Source: an optimization exercise on an open RTL-to-GDS flow (aim: a short achievable clock period and few clock cycles). Production flows keep margins and buffers that such runs may drop. The RTL was checked by simulation tests, not by an equivalence proof against the original design. Power and IR drop assume default switching activity.

==> wip/willow: inputs <==
==> flow/design.v <==
module RegisterFile(
    input         CLK,
    input         we,
    input  [4:0]  wa,
    input  [31:0] wd,
    input  [4:0]  ra1,
    input  [4:0]  ra2,
    output [31:0] rd1,
    output [31:0] rd2
    );
    reg [31:0] regs [1:31];
    always @(posedge CLK) begin
        if (we && wa != 5'd0)
            regs[wa] <= wd;
    end
    assign rd1 = (ra1 == 5'd0) ? 32'h0 : regs[ra1];
    assign rd2 = (ra2 == 5'd0) ? 32'h0 : regs[ra2];
endmodule
module CmpTree #(parameter W = 32) (
    input  [W-1:0] a,
    input  [W-1:0] b,
    output         lt,
    output         eq
    );
    generate
        if (W == 1) begin : leaf
            assign lt = ~a[0] & b[0];
            assign eq = ~(a[0] ^ b[0]);
        end else begin : node
            localparam H = W / 2;
            wire ltH, eqH, ltL, eqL;
            CmpTree #(W - H) hi (.a(a[W-1:H]), .b(b[W-1:H]), .lt(ltH), .eq(eqH));
            CmpTree #(H)     lo (.a(a[H-1:0]), .b(b[H-1:0]), .lt(ltL), .eq(eqL));
            assign lt = ltH | (eqH & ltL);
            assign eq = eqH & eqL;
        end
    endgenerate
endmodule
module MultipleCycleCPU(
        input CLK,
        input RST,
        output [31:0] imem_addr,
        input  [31:0] imem_rdata,
        output [31:0] dmem_addr,
        output [31:0] dmem_wdata,
        output dmem_we,
        input  [31:0] dmem_rdata,
        output halted
    );
    localparam [5:0] OP_ADD = 6'b000000, OP_SUB = 6'b000001, OP_ADDIU = 6'b000010,
                     OP_AND = 6'b010000, OP_ANDI = 6'b010001, OP_ORI = 6'b010010,
                     OP_XORI = 6'b010011, OP_SLL = 6'b011000, OP_SLTI = 6'b100110,
                     OP_SLT = 6'b100111, OP_SW = 6'b110000, OP_LW = 6'b110001,
                     OP_BEQ = 6'b110100, OP_BNE = 6'b110101, OP_BLTZ = 6'b110110,
                     OP_J = 6'b111000, OP_JR = 6'b111001, OP_JAL = 6'b111010,
                     OP_HALT = 6'b111111;
    reg [31:0] fPC;        
    reg [31:0] eA;         
    reg [31:0] eT;         
    reg [31:0] eB;         
    reg [4:0]  eSa;        
    reg [31:0] ePc4;       
    reg [31:0] eTarget;    
    reg [4:0]  eDst;       
    reg        eWe;        
    reg eSelAdd, eSelSub, eSelAnd, eSelOr, eSelXor, eSelSlt, eSelSll, eSelPc4;
    reg eLw, eSw, eHalt;
    reg eBeq, eBne, eBltz, ePred, eJr;
    reg [31:0] ras;        
    reg [31:0] mAddr, mData, mResult;
    reg [4:0]  mDst;
    reg        mWe, mLw, mSw, mHalt;
    assign dmem_addr  = mAddr;
    assign dmem_wdata = mData;
    assign dmem_we    = mSw;
    assign halted     = mHalt;
    wire [31:0] mRes = mLw ? dmem_rdata : mResult;
    wire [31:0] sum  = eA + eB;
    wire [31:0] diff = eA - eB;
    wire ltuLow, equLow;
    CmpTree #(31) cmpSlt (.a(eA[30:0]), .b(eB[30:0]), .lt(ltuLow), .eq(equLow));
    wire        lt   = (eA[31] != eB[31]) ? eA[31] : ltuLow;
    wire [31:0] sll  = eT << eSa;
    wire [31:0] eResult =
          ({32{eSelAdd}}  & sum)
        | ({32{eSelSub}}  & diff)
        | ({32{eSelAnd}}  & (eA & eB))
        | ({32{eSelOr}}   & (eA | eB))
        | ({32{eSelXor}}  & (eA ^ eB))
        | ({32{eSelSlt}}  & {31'b0, lt})
        | ({32{eSelSll}}  & sll)
        | ({32{eSelPc4}}  & ePc4);
    wire ltLow, eqLow;
    CmpTree #(31) cmpE (.a(eA[30:0]), .b(eT[30:0]), .lt(ltLow), .eq(eqLow));
    wire brEq   = eqLow & (eA[31] == eT[31]);
    wire brSign = eA[31] ^ eT[31] ^ ltLow;
    wire taken   = (eBeq & brEq) | (eBne & ~brEq) | (eBltz & brSign);
    wire jrOk    = (eA == eTarget);
    wire mispred = ((eBeq | eBne | eBltz) & (taken != ePred)) | (eJr & ~jrOk);
    wire [31:0] fixPC = eJr ? eA : (ePred ? ePc4 : eTarget);
    assign imem_addr = fPC;
    wire [31:0] ins = imem_rdata;
    wire [5:0]  op  = ins[31:26];
    wire [4:0]  rs  = ins[25:21];
    wire [4:0]  rt  = ins[20:16];
    wire [4:0]  rd  = ins[15:11];
    wire [15:0] imm = ins[15:0];
    wire [31:0] rf1, rf2;
    RegisterFile RegisterFile(.CLK(CLK), .we(mWe), .wa(mDst), .wd(mRes),
                              .ra1(rs), .ra2(rt), .rd1(rf1), .rd2(rf2));
    wire [31:0] rsVal = (eWe && eDst == rs) ? eResult :
                        (mWe && mDst == rs) ? mRes : rf1;
    wire [31:0] rtVal = (eWe && eDst == rt) ? eResult :
                        (mWe && mDst == rt) ? mRes : rf2;
    wire dAdd  = op == OP_ADD,  dSub  = op == OP_SUB,  dAddiu = op == OP_ADDIU;
    wire dAnd  = op == OP_AND,  dAndi = op == OP_ANDI, dOri   = op == OP_ORI;
    wire dXori = op == OP_XORI, dSll  = op == OP_SLL,  dSlti  = op == OP_SLTI;
    wire dSlt  = op == OP_SLT,  dSw   = op == OP_SW,   dLw    = op == OP_LW;
    wire dBeq  = op == OP_BEQ,  dBne  = op == OP_BNE,  dBltz  = op == OP_BLTZ;
    wire dJ    = op == OP_J,    dJr   = op == OP_JR,   dJal   = op == OP_JAL;
    wire dHalt = op == OP_HALT;
    wire zext   = dAndi | dOri | dXori;
    wire useImm = dAddiu | dAndi | dOri | dXori | dSlti | dLw | dSw;
    wire [31:0] extImm = {{16{imm[15] & ~zext}}, imm};
    wire wrRd = dAdd | dSub | dAnd | dSll | dSlt;
    wire wrRt = dAddiu | dAndi | dOri | dXori | dSlti | dLw;
    wire [4:0] dst = dJal ? 5'd31 : (wrRt ? rt : rd);
    wire writes = (wrRd | wrRt | dJal) && dst != 5'd0;
    wire readsRs = ~(dSll | dJ | dJal | dHalt);
    wire readsRt = dAdd | dSub | dAnd | dSll | dSlt | dSw | dBeq | dBne | dBltz;
    wire loadUse = eLw & eWe & ((readsRs & (eDst == rs)) | (readsRt & (eDst == rt)));
    wire sameReg = (rs == rt);
    wire pred = dBeq ? (sameReg | imm[15]) :
                dBne ? (~sameReg) :
                       (~sameReg & imm[15]);
    wire [31:0] fPc4 = {fPC[31:2] + 30'd1, fPC[1:0]};
    wire [16:0] brLo = {1'b0, fPC[17:2]} + {1'b0, imm} + 17'd1;
    wire [13:0] hi0  = fPC[31:18];
    wire [13:0] hiP, hiM;
    genvar k;
    generate
        for (k = 0; k < 14; k = k + 1) begin : incdec
            if (k == 0) begin : b0
                assign hiP[k] = ~hi0[k];
                assign hiM[k] = ~hi0[k];
            end else begin : bk
                assign hiP[k] = hi0[k] ^ (&hi0[k-1:0]);
                assign hiM[k] = hi0[k] ^ ~(|hi0[k-1:0]);
            end
        end
    endgenerate
    wire [13:0] hiC0 = imm[15] ? hiM : hi0;
    wire [13:0] hiC1 = imm[15] ? hi0 : hiP;
    wire [13:0] brHi = brLo[16] ? hiC1 : hiC0;
    wire [31:0] fBr  = {brHi, brLo[15:0], fPC[1:0]};
    wire [31:0] fJmp = {fPc4[31:28], ins[25:0], 2'b00};
    wire isBr  = dBeq | dBne | dBltz;
    wire sSelf = dHalt;
    wire sJmp  = dJ | dJal;
    wire sJr   = dJr;
    wire sBr   = isBr & pred;
    wire sSeq  = ~(sSelf | sJmp | sJr | sBr);
    wire [31:0] fNextNoBr = ({32{sSelf}} & fPC)
                          | ({32{sJmp}}  & fJmp)
                          | ({32{sJr}}   & ras)
                          | ({32{sSeq}}  & fPc4);
    wire [31:0] fOther = mispred ? fixPC : (loadUse ? fPC : fNextNoBr);
    wire        fTakeBr = sBr & ~mispred & ~loadUse;
    wire [31:0] fPCnext = fTakeBr ? fBr : fOther;
    wire bubble = mispred | loadUse;
    always @(posedge CLK or negedge RST) begin
        if (!RST) begin
            fPC <= 32'h0;
            eA <= 32'h0; eT <= 32'h0; eB <= 32'h0; eSa <= 5'h0;
            ePc4 <= 32'h0; eTarget <= 32'h0; eDst <= 5'h0; eWe <= 1'b0;
            eSelAdd <= 1'b0; eSelSub <= 1'b0; eSelAnd <= 1'b0; eSelOr <= 1'b0;
            eSelXor <= 1'b0; eSelSlt <= 1'b0; eSelSll <= 1'b0; eSelPc4 <= 1'b0;
            eLw <= 1'b0; eSw <= 1'b0; eHalt <= 1'b0;
            eBeq <= 1'b0; eBne <= 1'b0; eBltz <= 1'b0; ePred <= 1'b0;
            eJr <= 1'b0; ras <= 32'h0;
            mAddr <= 32'h0; mData <= 32'h0; mResult <= 32'h0; mDst <= 5'h0;
            mWe <= 1'b0; mLw <= 1'b0; mSw <= 1'b0; mHalt <= 1'b0;
        end else begin
            fPC <= fPCnext;
            eA <= rsVal;
            eT <= rtVal;
            eB <= useImm ? extImm : rtVal;
            eSa <= ins[4:0];
            ePc4 <= fPc4;
            eTarget <= dJr ? ras : fBr;
            eJr <= dJr & ~bubble;
            if (dJal) ras <= fPc4;
            eDst <= dst;
            eWe <= writes & ~bubble;
            eSelAdd <= dAdd | dAddiu | dLw | dSw;
            eSelSub <= dSub;
            eSelAnd <= dAnd | dAndi;
            eSelOr <= dOri;
            eSelXor <= dXori;
            eSelSlt <= dSlt | dSlti;
            eSelSll <= dSll;
            eSelPc4 <= dJal;
            eLw <= dLw & ~bubble;
            eSw <= dSw & ~bubble;
            eHalt <= dHalt & ~bubble;
            eBeq <= dBeq & ~bubble;
            eBne <= dBne & ~bubble;
            eBltz <= dBltz & ~bubble;
            ePred <= pred;
            mAddr <= sum;
            mData <= eT;
            mResult <= eResult;
            mDst <= eDst;
            mWe <= eWe;
            mLw <= eLw;
            mSw <= eSw;
            mHalt <= eHalt;
        end
    end
endmodule
==> flow/flow/run.sh <==
#!/bin/bash
set -o pipefail
MARGIN=${MARGIN:-9}
cp standard.sh standard_sh.log
cp config.mk config_mk_orig.log
sed -i '/SETUP_SLACK_MARGIN/d' config.mk
echo "export SETUP_SLACK_MARGIN = $MARGIN" >> config.mk
echo "export BUFFER_PORTS_ARGS = -buffer_cell sky130_fd_sc_hd__buf_4" >> config.mk
bash standard.sh > standard.log 2>&1
==> flow/standard.sh <==
#!/bin/bash
# synth_recipe.tcl (not shown) runs the flow's synth.tcl, then flattens the netlist and writes it again
# the make line also repeats each setting of config.mk as NAME=value (left out here)
make -C /OpenROAD-flow-scripts/flow DESIGN_CONFIG=/design/flow/config.mk WORK_HOME=/design/flow/orfs CLKGATE_MAP_FILE= SYNTH_SCRIPT=/design/flow/synth_recipe.tcl "${@:-finish}"
==> flow/config.mk <==
export PLATFORM = sky130hd
export DESIGN_NAME = MultipleCycleCPU
export DESIGN_NICKNAME = MultipleCycleCPU
export VERILOG_FILES = /design/flow/design.v
export SDC_FILE = /design/flow/constraint.sdc
export NUM_CORES = 4
export LEC_CHECK = 0
export CAP_MARGIN = 20
export CORE_MARGIN = 2
export CORE_UTILIZATION = 40
export SLEW_MARGIN = 20
export SETUP_SLACK_MARGIN = 9
export BUFFER_PORTS_ARGS = -buffer_cell sky130_fd_sc_hd__buf_4
==> flow/constraint.sdc <==
create_clock -name core_clock -period 12.5 [get_ports {CLK}]
set_input_delay 2.5000 -clock core_clock [delete_from_list [all_inputs] [get_ports {CLK}]]
set_output_delay 2.5000 -clock core_clock [all_outputs]
set_load 0.01 [all_outputs]
==> wip/amber: changes against wip/willow <==
--- a/flow/design.v
+++ b/flow/design.v
@@ -16,24 +16,4 @@
     assign rd1 = (ra1 == 5'd0) ? 32'h0 : regs[ra1];
     assign rd2 = (ra2 == 5'd0) ? 32'h0 : regs[ra2];
-endmodule
-module CmpTree #(parameter W = 32) (
-    input  [W-1:0] a,
-    input  [W-1:0] b,
-    output         lt,
-    output         eq
-    );
-    generate
-        if (W == 1) begin : leaf
-            assign lt = ~a[0] & b[0];
-            assign eq = ~(a[0] ^ b[0]);
-        end else begin : node
-            localparam H = W / 2;
-            wire ltH, eqH, ltL, eqL;
-            CmpTree #(W - H) hi (.a(a[W-1:H]), .b(b[W-1:H]), .lt(ltH), .eq(eqH));
-            CmpTree #(H)     lo (.a(a[H-1:0]), .b(b[H-1:0]), .lt(ltL), .eq(eqL));
-            assign lt = ltH | (eqH & ltL);
-            assign eq = eqH & eqL;
-        end
-    endgenerate
 endmodule
 module MultipleCycleCPU(
@@ -66,6 +46,5 @@
     reg eSelAdd, eSelSub, eSelAnd, eSelOr, eSelXor, eSelSlt, eSelSll, eSelPc4;
     reg eLw, eSw, eHalt;
-    reg eBeq, eBne, eBltz, ePred, eJr;
-    reg [31:0] ras;        
+    reg eBeq, eBne, eBltz, ePred;
     reg [31:0] mAddr, mData, mResult;
     reg [4:0]  mDst;
@@ -78,8 +57,7 @@
     wire [31:0] sum  = eA + eB;
     wire [31:0] diff = eA - eB;
-    wire ltuLow, equLow;
-    CmpTree #(31) cmpSlt (.a(eA[30:0]), .b(eB[30:0]), .lt(ltuLow), .eq(equLow));
-    wire        lt   = (eA[31] != eB[31]) ? eA[31] : ltuLow;
+    wire        lt   = (eA[31] != eB[31]) ? eA[31] : diff[31];
     wire [31:0] sll  = eT << eSa;
+    wire        eq   = (eA == eT);
     wire [31:0] eResult =
           ({32{eSelAdd}}  & sum)
@@ -91,12 +69,7 @@
         | ({32{eSelSll}}  & sll)
         | ({32{eSelPc4}}  & ePc4);
-    wire ltLow, eqLow;
-    CmpTree #(31) cmpE (.a(eA[30:0]), .b(eT[30:0]), .lt(ltLow), .eq(eqLow));
-    wire brEq   = eqLow & (eA[31] == eT[31]);
-    wire brSign = eA[31] ^ eT[31] ^ ltLow;
-    wire taken   = (eBeq & brEq) | (eBne & ~brEq) | (eBltz & brSign);
-    wire jrOk    = (eA == eTarget);
-    wire mispred = ((eBeq | eBne | eBltz) & (taken != ePred)) | (eJr & ~jrOk);
-    wire [31:0] fixPC = eJr ? eA : (ePred ? ePc4 : eTarget);
+    wire taken   = (eBeq & eq) | (eBne & ~eq) | (eBltz & diff[31]);
+    wire mispred = (eBeq | eBne | eBltz) & (taken != ePred);
+    wire [31:0] fixPC = ePred ? ePc4 : eTarget;
     assign imem_addr = fPC;
     wire [31:0] ins = imem_rdata;
@@ -135,37 +108,10 @@
                        (~sameReg & imm[15]);
     wire [31:0] fPc4 = {fPC[31:2] + 30'd1, fPC[1:0]};
-    wire [16:0] brLo = {1'b0, fPC[17:2]} + {1'b0, imm} + 17'd1;
-    wire [13:0] hi0  = fPC[31:18];
-    wire [13:0] hiP, hiM;
-    genvar k;
-    generate
-        for (k = 0; k < 14; k = k + 1) begin : incdec
-            if (k == 0) begin : b0
-                assign hiP[k] = ~hi0[k];
-                assign hiM[k] = ~hi0[k];
-            end else begin : bk
-                assign hiP[k] = hi0[k] ^ (&hi0[k-1:0]);
-                assign hiM[k] = hi0[k] ^ ~(|hi0[k-1:0]);
-            end
-        end
-    endgenerate
-    wire [13:0] hiC0 = imm[15] ? hiM : hi0;
-    wire [13:0] hiC1 = imm[15] ? hi0 : hiP;
-    wire [13:0] brHi = brLo[16] ? hiC1 : hiC0;
-    wire [31:0] fBr  = {brHi, brLo[15:0], fPC[1:0]};
+    wire [31:0] fBr  = {fPC[31:2] + {{14{imm[15]}}, imm} + 30'd1, fPC[1:0]};
     wire [31:0] fJmp = {fPc4[31:28], ins[25:0], 2'b00};
-    wire isBr  = dBeq | dBne | dBltz;
-    wire sSelf = dHalt;
-    wire sJmp  = dJ | dJal;
-    wire sJr   = dJr;
-    wire sBr   = isBr & pred;
-    wire sSeq  = ~(sSelf | sJmp | sJr | sBr);
-    wire [31:0] fNextNoBr = ({32{sSelf}} & fPC)
-                          | ({32{sJmp}}  & fJmp)
-                          | ({32{sJr}}   & ras)
-                          | ({32{sSeq}}  & fPc4);
-    wire [31:0] fOther = mispred ? fixPC : (loadUse ? fPC : fNextNoBr);
-    wire        fTakeBr = sBr & ~mispred & ~loadUse;
-    wire [31:0] fPCnext = fTakeBr ? fBr : fOther;
+    wire [31:0] fNext = dHalt ? fPC :
+                        (dJ | dJal) ? fJmp :
+                        dJr ? rsVal :
+                        ((dBeq | dBne | dBltz) & pred) ? fBr : fPc4;
     wire bubble = mispred | loadUse;
     always @(posedge CLK or negedge RST) begin
@@ -178,9 +124,8 @@
             eLw <= 1'b0; eSw <= 1'b0; eHalt <= 1'b0;
             eBeq <= 1'b0; eBne <= 1'b0; eBltz <= 1'b0; ePred <= 1'b0;
-            eJr <= 1'b0; ras <= 32'h0;
             mAddr <= 32'h0; mData <= 32'h0; mResult <= 32'h0; mDst <= 5'h0;
             mWe <= 1'b0; mLw <= 1'b0; mSw <= 1'b0; mHalt <= 1'b0;
         end else begin
-            fPC <= fPCnext;
+            fPC <= mispred ? fixPC : (loadUse ? fPC : fNext);
             eA <= rsVal;
             eT <= rtVal;
@@ -188,7 +133,5 @@
             eSa <= ins[4:0];
             ePc4 <= fPc4;
-            eTarget <= dJr ? ras : fBr;
-            eJr <= dJr & ~bubble;
-            if (dJal) ras <= fPc4;
+            eTarget <= fBr;
             eDst <= dst;
             eWe <= writes & ~bubble;
==> flow/flow/run.sh (replaced) <==
#!/bin/bash
set -o pipefail
MARGIN=${MARGIN:-8.5}
cp standard.sh standard_sh.log
cp config.mk config_mk_orig.log
sed -i '/SETUP_SLACK_MARGIN/d' config.mk
echo "export SETUP_SLACK_MARGIN = $MARGIN" >> config.mk
bash standard.sh > standard.log 2>&1
--- a/flow/config.mk
+++ b/flow/config.mk
@@ -10,4 +10,3 @@
 export CORE_UTILIZATION = 40
 export SLEW_MARGIN = 20
-export SETUP_SLACK_MARGIN = 9
-export BUFFER_PORTS_ARGS = -buffer_cell sky130_fd_sc_hd__buf_4
+export SETUP_SLACK_MARGIN = 8.5
==> qor summary <==
|  | wip/willow | wip/amber |
|---|---|---|
| Share of the final layout cell area in multi-input gates | 0.379 | 0.372 |
| Combinational fraction of design power | 0.296 | 0.287 |
| Area enclosed by the die boundary | 184,000 um2 | 175,000 um2 |
| Area of the placeable core | 179,000 um2 | 171,000 um2 |
| Number of clock buffers in the layout | 207 | 183 |
| Net Sw Frac | 0.337 | 0.328 |
| Total routing usage reported by global routing | 0.337 | 0.317 |
| Source of the worst hold timing path | eLw | eSw |
| Wire length the detailed router placed on met1 | 108,000 um | 99,600 um |
| Final worst path period need | 4350 ps | 4640 ps |
| Worst flop-to-flop path endpoint | eB[10] | fPC[11] |
| Netlist cell types | 98 | 103 |
| Outcome | timing/DRC/antenna clean | timing/DRC/antenna clean |
| Highest cell delay on the worst timing path | 350 ps | 560 ps |
| Fraction of area in registers | 0.417 | 0.435 |
| Initial Util | 0.403 | 0.402 |
| Detailed-route wire length per cell | 37.9 um | 36.8 um |
| Power Density | 156 nW/um2 | 157 nW/um2 |
Testbench counts of wip/willow, summed over its fixed seeds: cycles 154,628.
Testbench counts of wip/amber, summed over its fixed seeds: cycles 154,628.

[re-timing with driven ports]
The flow's constraints put no driver on any port. The routed layouts listed below were extracted and timed again, unchanged, in two steps.
Step 1, drivers: a clkbuf_16 drives CLK and a buf_2 each remaining input, both assumed.
Step 2, shift: input delay + t, output delay - t, t = (earliest + latest rising clock arrival at the registers) / 2. This alone moves slack from input paths to output paths.
Three values: ideal, step 1, step 2; two values: the first two.
run	t (ns)	setup slack, ns	worst setup path after step 2	clock arrival spread, ns	worst register clock-pin slew, ns
wip/willow	0.894	8.155 / 7.886 / 6.992	input to register	0.037 / 0.038	0.07 / 0.07
wip/amber	0.886	7.861 / 7.709 / 6.823	input to register	0.036 / 0.036	0.07 / 0.07
After both steps setup and hold are still met in every run listed. The setup slack of wip/willow, which loses most, moves by -0.269 ns with the drivers and by -1.163 ns with both steps.
